This design comes from an exercise in tuning for small area on the open sky130 flow, not from production work.
In this exercise RTL edits were held to simulation tests only and were not proved equivalent to the original.
Power and IR drop assume default switching activity. The clock port is modelled as an ideal driver; clocking choices that lean on that would not hold on a real chip.

Design top, start of the top module:
module top (
    input             clk,
    input             rst,
    input             div_ready,
    input             div_datavalid_i,
    input      [31:0] div_dividend_i,
    input      [31:0] div_divisor_i,
    output reg        div_doing_o,
    output reg        div_qrvalid_o,
    output reg [31:0] div_quotient_o,
    output reg [31:0] div_remainder_o
);
Size: roughly 5,800 cells after synthesis, roughly 2,000 flip-flops, ~67,000 um^2 of cells after synthesis.
export LEC_CHECK = 0
export CAP_MARGIN = 20
export CORE_MARGIN = 2
export CORE_UTILIZATION = 40
export SLEW_MARGIN = 20
create_clock -name core_clock -period 7.5 [get_ports {clk}]
run.sh (not shown) runs the stock make flow with config.mk's settings and CLKGATE_MAP_FILE= SYNTH_SCRIPT=/design/flow/synth_recipe.tcl, a recipe that flattens the netlist after the stock synthesis.
The baseline ran to the end with no violations.
Change:
Settings changed: CORE_UTILIZATION 40 to 60, CTS_BUF_LIST from default to sky130_fd_sc_hd__clkbuf_8, CTS_CLUSTER_SIZE from default to 30.
What happened: The changed run completed without violations. Worst hold slack is worse by 21 ps. Cell count falls by a few percent. Cell area drops slightly. Via count increases slightly. Utilization rises by 22 points. Non-clock buffer count went down by 3. Setup slack gets better by 10 ps. Global-route usage came out higher by 7.0 points. First-iteration DRC count came out lower by a little under a tenth.
Change:
==> flow/flow/run.sh (new file) <==
#!/bin/bash
# Standard layout, with clock tree synthesis told not to add dummy loads.
set -euo pipefail
export CTS_ARGS="-sink_clustering_enable -repair_clock_nets -dont_use_dummy_load"
bash standard.sh > standard_flow.log 2>&1
==> flow/standard.sh (new file) <==
#!/bin/bash
# synth_recipe.tcl (not shown) runs the flow's synth.tcl, then flattens the netlist and writes it again
# the make line also repeats each setting of config.mk as NAME=value (left out here)
make -C /OpenROAD-flow-scripts/flow DESIGN_CONFIG=/design/flow/config.mk WORK_HOME=/design/flow/orfs CLKGATE_MAP_FILE= SYNTH_SCRIPT=/design/flow/synth_recipe.tcl "${@:-finish}"
Settings changed: CORE_UTILIZATION 60 to 40, CTS_BUF_LIST sky130_fd_sc_hd__clkbuf_8 to default, CTS_CLUSTER_SIZE 30 to default.
removed: flow/run.sh
Combinational power stays flat; total power goes down by 4.1%; worst setup slack got worse by 60 ps; cell area goes down by 0.64%; global-route usage drops by 7.1 points.
Change:
==> flow/flow/run.sh (replaced) <==
#!/bin/bash
# Standard layout, with clock tree synthesis told not to add dummy loads and to use larger sink clusters.
set -euo pipefail
export CTS_ARGS="-sink_clustering_enable -repair_clock_nets -dont_use_dummy_load -sink_clustering_size 30 -sink_clustering_max_diameter 120"
bash standard.sh > standard_flow.log 2>&1
=>
- The new run completed without violations
- power falls by 13%
- core utilization went down by 1.7 points
- setup slack improves by 20 ps
- via count is lower by 1.8%
- area after synthesis stays the same
- cell area shrinks by about 3.7%
- die area is unchanged
- critical path depth decreases by 1

---

## v38
Another version of the RTL of top (not shown whole).
For scale: roughly 130 I/O pins, roughly 0.066 mm^2 of cells after synthesis.
Settings: LEC_CHECK=0, CAP_MARGIN=20, CORE_MARGIN=2, CORE_UTILIZATION=60, CTS_CLUSTER_DIAMETER=100, CTS_CLUSTER_SIZE=24, SLEW_MARGIN=20; clock period 7.5 ns.
standard.sh (not shown) runs the stock make flow with config.mk's settings and CLKGATE_MAP_FILE= SYNTH_SCRIPT=/design/flow/synth_recipe.tcl, a recipe that flattens the netlist after the stock synthesis.
==> flow/flow/run.sh <==
#!/bin/bash
# The standard layout (standard.sh, which runs the standard synthesis and ORFS
# unchanged) with two placement/CTS options set through ORFS's own variables:
#  - every input and output port still gets its own buffer, but a buf_1 rather
#    than the larger default cell (the resizer may still upsize it);
#  - clock tree synthesis adds no dummy loads.
# make's full output goes to standard_flow.log; ORFS keeps each step's log
# under orfs/logs.
set -euo pipefail
export BUFFER_PORTS_ARGS="-inputs -outputs -buffer_cell sky130_fd_sc_hd__buf_1"
export CTS_ARGS="-sink_clustering_enable -repair_clock_nets -dont_use_dummy_load -sink_clustering_size 24 -sink_clustering_max_diameter 100"
bash standard.sh > standard_flow.log 2>&1
Inputs modified between v38 and v10:
==> flow/run.sh (new file) <==
#!/bin/bash
# synth_recipe.tcl (not shown) runs the flow's synth.tcl, then flattens the netlist and writes it again
# the make line also repeats each setting of config.mk as NAME=value (left out here)
make -C /OpenROAD-flow-scripts/flow DESIGN_CONFIG=/design/flow/config.mk WORK_HOME=/design/flow/orfs CLKGATE_MAP_FILE= SYNTH_SCRIPT=/design/flow/synth_recipe.tcl finish
diff --git a/flow/config.mk b/flow/config.mk
--- a/flow/config.mk
+++ b/flow/config.mk
@@ -10,3 +10,3 @@
-export CORE_UTILIZATION = 60
-export CTS_CLUSTER_DIAMETER = 100
-export CTS_CLUSTER_SIZE = 24
+export CORE_UTILIZATION = 40
+export CTS_CLUSTER_DIAMETER = 120
+export CTS_CLUSTER_SIZE = 30
removed: flow/flow/run.sh
removed: flow/standard.sh
## What came out
v10: done, clean on timing, DRC and antenna
Per the comparison of v10 with v38, final standard cell area without fillers increased by about 2.3% relative to the old numbers, floorplan die width higher, total of plain and repair buffers excluding clock buffers went up, portion of netlist area occupied by mux cells held steady, minimum clock period shrank by 0.13 ns.
Changes observed in v10 relative to v38: biggest fanout along the worst timing path now larger; setup slack of the worst register-to-register path now larger; register fraction of the total cell area now smaller.
The capturing element of the worst setup path comes out r_s9[0] in one run and r_s12[4] in the other, namely in v38 and v10 respectively.
v10 vs v38: fmax up slightly
diff inputs: v10 => v59
diff --git a/flow/config.mk b/flow/config.mk
--- a/flow/config.mk
+++ b/flow/config.mk
@@ -11,2 +11,2 @@
-export CTS_CLUSTER_DIAMETER = 120
-export CTS_CLUSTER_SIZE = 30
+export CTS_CLUSTER_DIAMETER = 110
+export CTS_CLUSTER_SIZE = 28
--- outcome ---
- The cell area after layout on v10 is in line with that on v59.
- v10 → v59: final-layout non-clock buffer area share stayed essentially flat; time the final worst path needs with I/O delays and setup rose by 0.061 ns; global routing met3 resource utilization stayed essentially flat; starting density of the core stayed essentially flat; maximum frequency fell by 0.86%.
Inputs modified between v59 and v17:
==> flow/flow/run.sh (new file) <==
#!/bin/bash
# The standard layout (standard.sh, which runs the standard synthesis and ORFS
# unchanged) with two placement/CTS options set through ORFS's own variables:
#  - every input and output port still gets its own buffer, but a buf_1 rather
#    than the larger default cell (the resizer may still upsize it);
#  - clock tree synthesis adds no dummy loads;
#  - after global routing, gates with positive slack are downsized (RECOVER_POWER).
# make's full output goes to standard_flow.log; ORFS keeps each step's log
# under orfs/logs.
set -euo pipefail
export BUFFER_PORTS_ARGS="-inputs -outputs -buffer_cell sky130_fd_sc_hd__buf_1"
export RECOVER_POWER=100
export CTS_ARGS="-sink_clustering_enable -repair_clock_nets -dont_use_dummy_load -sink_clustering_size 24 -sink_clustering_max_diameter 100"
bash standard.sh > standard_flow.log 2>&1
==> flow/standard.sh (new file) <==
#!/bin/bash
# synth_recipe.tcl (not shown) runs the flow's synth.tcl, then flattens the netlist and writes it again
# the make line also repeats each setting of config.mk as NAME=value (left out here)
make -C /OpenROAD-flow-scripts/flow DESIGN_CONFIG=/design/flow/config.mk WORK_HOME=/design/flow/orfs CLKGATE_MAP_FILE= SYNTH_SCRIPT=/design/flow/synth_recipe.tcl "${@:-finish}"
diff --git a/flow/config.mk b/flow/config.mk
--- a/flow/config.mk
+++ b/flow/config.mk
@@ -10,3 +10,3 @@
-export CORE_UTILIZATION = 40
-export CTS_CLUSTER_DIAMETER = 110
-export CTS_CLUSTER_SIZE = 28
+export CORE_UTILIZATION = 60
+export CTS_CLUSTER_DIAMETER = 100
+export CTS_CLUSTER_SIZE = 24
removed: flow/run.sh
Findings:
No crash in v17: every stage finished, but the layout fails its final checks due to max-capacitance violations, max-slew violations.
v59 -> v17: post-synthesis instance total delta 0, exact match
The cell area after layout number comes out lower for v17 vs v59.
Cell with the largest stage delay on the worst path: sky130_fd_sc_hd__a31o_1 -> v17, sky130_fd_sc_hd__a31oi_1 -> v59
Taking v59 as the reference point, the detailed-route vias per instance of v17 rises by about 10%.
Changes observed in v17 relative to v59: via count picked up an extra 130, routed wire length essentially unchanged, part of the power in the clock network neither gained nor lost much.
diff inputs: v17 => v30
==> flow/run.sh (new file) <==
#!/bin/bash
# synth_recipe.tcl (not shown) runs the flow's synth.tcl, then flattens the netlist and writes it again
# the make line also repeats each setting of config.mk as NAME=value (left out here)
make -C /OpenROAD-flow-scripts/flow DESIGN_CONFIG=/design/flow/config.mk WORK_HOME=/design/flow/orfs CLKGATE_MAP_FILE= SYNTH_SCRIPT=/design/flow/synth_recipe.tcl finish
diff --git a/flow/config.mk b/flow/config.mk
--- a/flow/config.mk
+++ b/flow/config.mk
@@ -10 +10 @@
-export CORE_UTILIZATION = 60
+export CORE_UTILIZATION = 40
removed: flow/flow/run.sh
removed: flow/standard.sh
Findings:
Every stage of the flow completed for v30, and the final layout passed the timing, DRC and antenna checks.
The total via count after detailed routing was comparable across v17 and v30.
Of v17 and v30, the higher minimum period implied by the final worst setup slack belongs to v17.
v30 vs v17, startpoint of the worst setup timing path: a_s11[5] vs a_s13[1]
Core utilization: higher on v17
From v17 to v30 the numbers moved as follows: overall power of the completed layout went up by 1.8%; count of final max-slew check failures went down by 57.
Compare v17 and v30 | setup slack higher: v30
On power share of the combinational group, v17 and v30 are basically level.
From v17 to v30 the numbers moved as follows: cell count grew by about 10%; final weighted congestion of routability-driven global placement shrank by 6.3%.
Inputs modified between v30 and v3:
==> flow/flow/run.sh (new file) <==
#!/bin/bash
# The standard layout (standard.sh, which runs the standard synthesis and ORFS
# unchanged) with two placement/CTS options set through ORFS's own variables:
#  - every input and output port still gets its own buffer, but a buf_1 rather
#    than the larger default cell (the resizer may still upsize it);
#  - clock tree synthesis adds no dummy loads.
# make's full output goes to standard_flow.log; ORFS keeps each step's log
# under orfs/logs.
set -euo pipefail
export BUFFER_PORTS_ARGS="-inputs -outputs -buffer_cell sky130_fd_sc_hd__buf_1"
export CTS_ARGS="-sink_clustering_enable -repair_clock_nets -dont_use_dummy_load -sink_clustering_size 30 -sink_clustering_max_diameter 110"
bash standard.sh > standard_flow.log 2>&1
==> flow/standard.sh (new file) <==
#!/bin/bash
# synth_recipe.tcl (not shown) runs the flow's synth.tcl, then flattens the netlist and writes it again
# the make line also repeats each setting of config.mk as NAME=value (left out here)
make -C /OpenROAD-flow-scripts/flow DESIGN_CONFIG=/design/flow/config.mk WORK_HOME=/design/flow/orfs CLKGATE_MAP_FILE= SYNTH_SCRIPT=/design/flow/synth_recipe.tcl "${@:-finish}"
diff --git a/flow/config.mk b/flow/config.mk
--- a/flow/config.mk
+++ b/flow/config.mk
@@ -10,3 +10,3 @@
-export CORE_UTILIZATION = 40
-export CTS_CLUSTER_DIAMETER = 100
-export CTS_CLUSTER_SIZE = 24
+export CORE_UTILIZATION = 60
+export CTS_CLUSTER_DIAMETER = 110
+export CTS_CLUSTER_SIZE = 30
removed: flow/run.sh
### Flow results
Per the final summary, v3 finished and its layout is clean on timing, DRC and antenna.
Relative to v30, share of the final layout cell area in sequential cells increased by 2.0 points in v3.
[compare] base=v30 new=v3: portion of total power attributed to combinational logic rose 0.5 points; post-layout total power fell 4.0%; maximum frequency fell 0.48%.
Comparing non-clock buffer count for v30 and v3, the smaller number came from v3.
Diff v30 and v3: number of antenna violations at the first check in global routing lower in v3
Going from v30 to v3, the tap cell count was found to have gone down by 713.
Of v30 and v3, the lower setup slack belongs to v3.
v3 -> v30: via count flat
Compare v30 and v3 | floorplan die height lower: v3
Number of cells traversed by the worst hold path came out exactly the same in v30 and v3.

---

## juniper
top, a different RTL version from the one above (not shown whole).
Size in the first run: ~5800 cells after synthesis, roughly 1900 flip-flops, about 130 I/O pins, roughly 66000 sq um of cells after synthesis.
// top
module top (
    input             clk,
    input             rst,
    input             div_ready,
    input             div_datavalid_i,
    input      [31:0] div_dividend_i,
    input      [31:0] div_divisor_i,
    output reg        div_doing_o,
    output reg        div_qrvalid_o,
    output     [31:0] div_quotient_o,
    output     [31:0] div_remainder_o
);
clock: 7.5 ns
lec_check: 0
cap_margin: 20
core_margin: 2
core_utilization: 70
slew_margin: 20
==> flow/flow/run.sh <==
#!/bin/bash
# The standard layout (standard.sh, which runs the standard synthesis and ORFS
# unchanged) with two placement/CTS options set through ORFS's own variables:
#  - every input and output port still gets its own buffer, but a buf_1 rather
#    than the larger default cell (the resizer may still upsize it);
#  - clock tree synthesis adds no dummy loads.
# make's full output goes to standard_flow.log; ORFS keeps each step's log
# under orfs/logs.
set -euo pipefail
export BUFFER_PORTS_ARGS="-inputs -outputs -buffer_cell sky130_fd_sc_hd__buf_1"
export CTS_ARGS="-sink_clustering_enable -repair_clock_nets -dont_use_dummy_load -sink_clustering_size 30 -sink_clustering_max_diameter 110"
bash standard.sh > standard_flow.log 2>&1
juniper was carried through to the last stage, and its layout satisfied the timing, DRC and antenna checks.
Changes in willow relative to juniper:
Settings: a change of CORE_UTILIZATION from 70 to 60.
diff --git a/flow/flow/run.sh b/flow/flow/run.sh
--- a/flow/flow/run.sh
+++ b/flow/flow/run.sh
@@ -11 +11 @@
-export CTS_ARGS="-sink_clustering_enable -repair_clock_nets -dont_use_dummy_load -sink_clustering_size 30 -sink_clustering_max_diameter 110"
+export CTS_ARGS="-sink_clustering_enable -repair_clock_nets -dont_use_dummy_load -sink_clustering_size 36 -sink_clustering_max_diameter 90"
Results
After detailed routing, juniper needs more wire than willow.
Comparing willow and juniper, die area is higher on willow.
willow: no failed stages, no open violations at the end
On willow: area growth from synthesis to final layout is 0.40 points higher than what juniper gave.
Diff juniper -> willow: fraction of standard cell area that is sequential decreased 0.21 points, post-detailed-placement half-perimeter wirelength about even.
Modified inputs, harbor compared to willow
Settings: CTS_CLUSTER_SIZE newly set to 30; CTS_CLUSTER_DIAMETER newly set to 110.
diff --git a/flow/flow/run.sh b/flow/flow/run.sh
--- a/flow/flow/run.sh
+++ b/flow/flow/run.sh
@@ -11 +11 @@
-export CTS_ARGS="-sink_clustering_enable -repair_clock_nets -dont_use_dummy_load -sink_clustering_size 36 -sink_clustering_max_diameter 90"
+export CTS_ARGS="-sink_clustering_enable -repair_clock_nets -dont_use_dummy_load -sink_clustering_size 30 -sink_clustering_max_diameter 110"
Detailed-routing wirelength on met1: willow vs harbor — no meaningful difference
On clock power, the higher figure sits with harbor, not willow.
Diff willow..harbor | design area | negligible

---

Setup of run A:
RTL: one of the versions met above, not the one the previous note started from.
Size in the first run: about 5,800 cells after synthesis, ~2,000 flip-flops.
clock: 7.5 ns
lec_check: 0
cap_margin: 20
core_margin: 2
core_utilization: 40
cts_cluster_diameter: 120
cts_cluster_size: 30
slew_margin: 20
run.sh (not shown) runs the stock make flow with config.mk's settings and CLKGATE_MAP_FILE= SYNTH_SCRIPT=/design/flow/synth_recipe.tcl, a recipe that flattens the netlist after the stock synthesis.
Stock flow here: none of the scripts above is used.
No stage failed in run A, and the final checks on the layout all came back clean.
What run B does differently from run A at the input level:
- CORE_UTILIZATION now 60, was 40
- CTS_CLUSTER_SIZE no longer set, was 30
- CTS_CLUSTER_DIAMETER no longer set, was 120
- CTS_BUF_LIST now sky130_fd_sc_hd__clkbuf_4, previously not set
Findings:
Every run in the comparison, run A and run B, completed the flow with a clean layout.
Going from run A to run B, row count shrank by more than 10%.
Est. power | run B vs run A | run B higher
Row via count: run B higher / run A lower
Taking run A as the reference, in run B wire length on met1 -790 um; worst-case setup slack after placement +0.15 ns; largest net degree at the start of global routing -17; routed wire length +about 1.5%; global-route usage +7.7 points.
Of run A and run B, the higher utilization belongs to run B.
Run comparison: run A start point of the critical path b_s12[0]; run B start point of the critical path a_s6[15]
diff inputs: run B => run C
- setting CTS_CLUSTER_DIAMETER to 100 for the first time
- setting CTS_CLUSTER_SIZE to 24 for the first time
- changing CORE_UTILIZATION from 60 to 40
- removing CTS_BUF_LIST (formerly sky130_fd_sc_hd__clkbuf_4)
### Flow results
- Setup slack in run C vs run B: down 0.028 ns
- Between run B and run C, final area is lower for run C, run B comes in above that.
- Run C vs run B, count of clock-buffer cells in the layout went down by 601.

-- what the ideal ports hide --
No port has a modelled driver above. Below, the same layouts with a new extraction and two added sets of constraints. Step 1 (the two cells are an assumption about what drives the block):
set clk [get_ports {clk}]
set_driving_cell -lib_cell sky130_fd_sc_hd__clkbuf_16 $clk
set_driving_cell -lib_cell sky130_fd_sc_hd__buf_2 [delete_from_list [all_inputs] $clk]
Step 2 times the ports against the registers' clock, not the clock port: input delays grow and output delays shrink by t, the midpoint of the rising clock arrivals with the driver on. a / b / c = no drivers / after step 1 / after step 2; a / b = the first two.
run | shift t [ns] | slack for setup (ns) | worst register clock-pin slew, ns | worst data-port slew with drivers (ns)
the first run of note 1 | 0.890 | 0.575 / 0.575 / -0.059 | 0.07 / 0.07 | 0.07
the second run of note 1 | 0.961 | 0.586 / 0.586 / 0.265 | 0.07 / 0.07 | 0.09
the third run of note 1 | 0.847 | 0.526 / 0.526 / -0.049 | 0.06 / 0.06 | 0.07
the fourth run of note 1 | 0.774 | 0.546 / 0.546 / -0.088 | 0.12 / 0.12 | 0.07
v38 | 0.718 | 0.405 / 0.405 / 0.405 | 0.10 / 0.10 | 0.06
v10 | 0.791 | 0.540 / 0.540 / 0.170 | 0.12 / 0.12 | 0.07
v59 | 0.787 | 0.479 / 0.479 / 0.172 | 0.11 / 0.11 | 0.07
v17 | 0.718 | 0.308 / 0.308 / 0.259 | 0.10 / 0.10 | 0.06
v30 | 0.811 | 0.496 / 0.496 / 0.139 | 0.10 / 0.10 | 0.07
v3 | 0.719 | 0.462 / 0.462 / 0.462 | 0.11 / 0.11 | 0.07
juniper | 0.724 | 0.525 / 0.525 / 0.178 | 0.12 / 0.12 | 0.08
willow | 0.715 | 0.604 / 0.604 / 0.511 | 0.12 / 0.12 | 0.10
harbor | 0.717 | 0.551 / 0.551 / 0.479 | 0.12 / 0.12 | 0.08
run A | 0.795 | 0.576 / 0.576 / -0.056 | 0.12 / 0.12 | 0.07
run B | 1.262 | 0.567 / 0.567 / 0.211 | 0.08 / 0.08 | 0.08
run C | 0.830 | 0.539 / 0.539 / -0.080 | 0.10 / 0.10 | 0.07
With both steps, setup timing fails in 5 of these runs, where it was met with ideal ports.
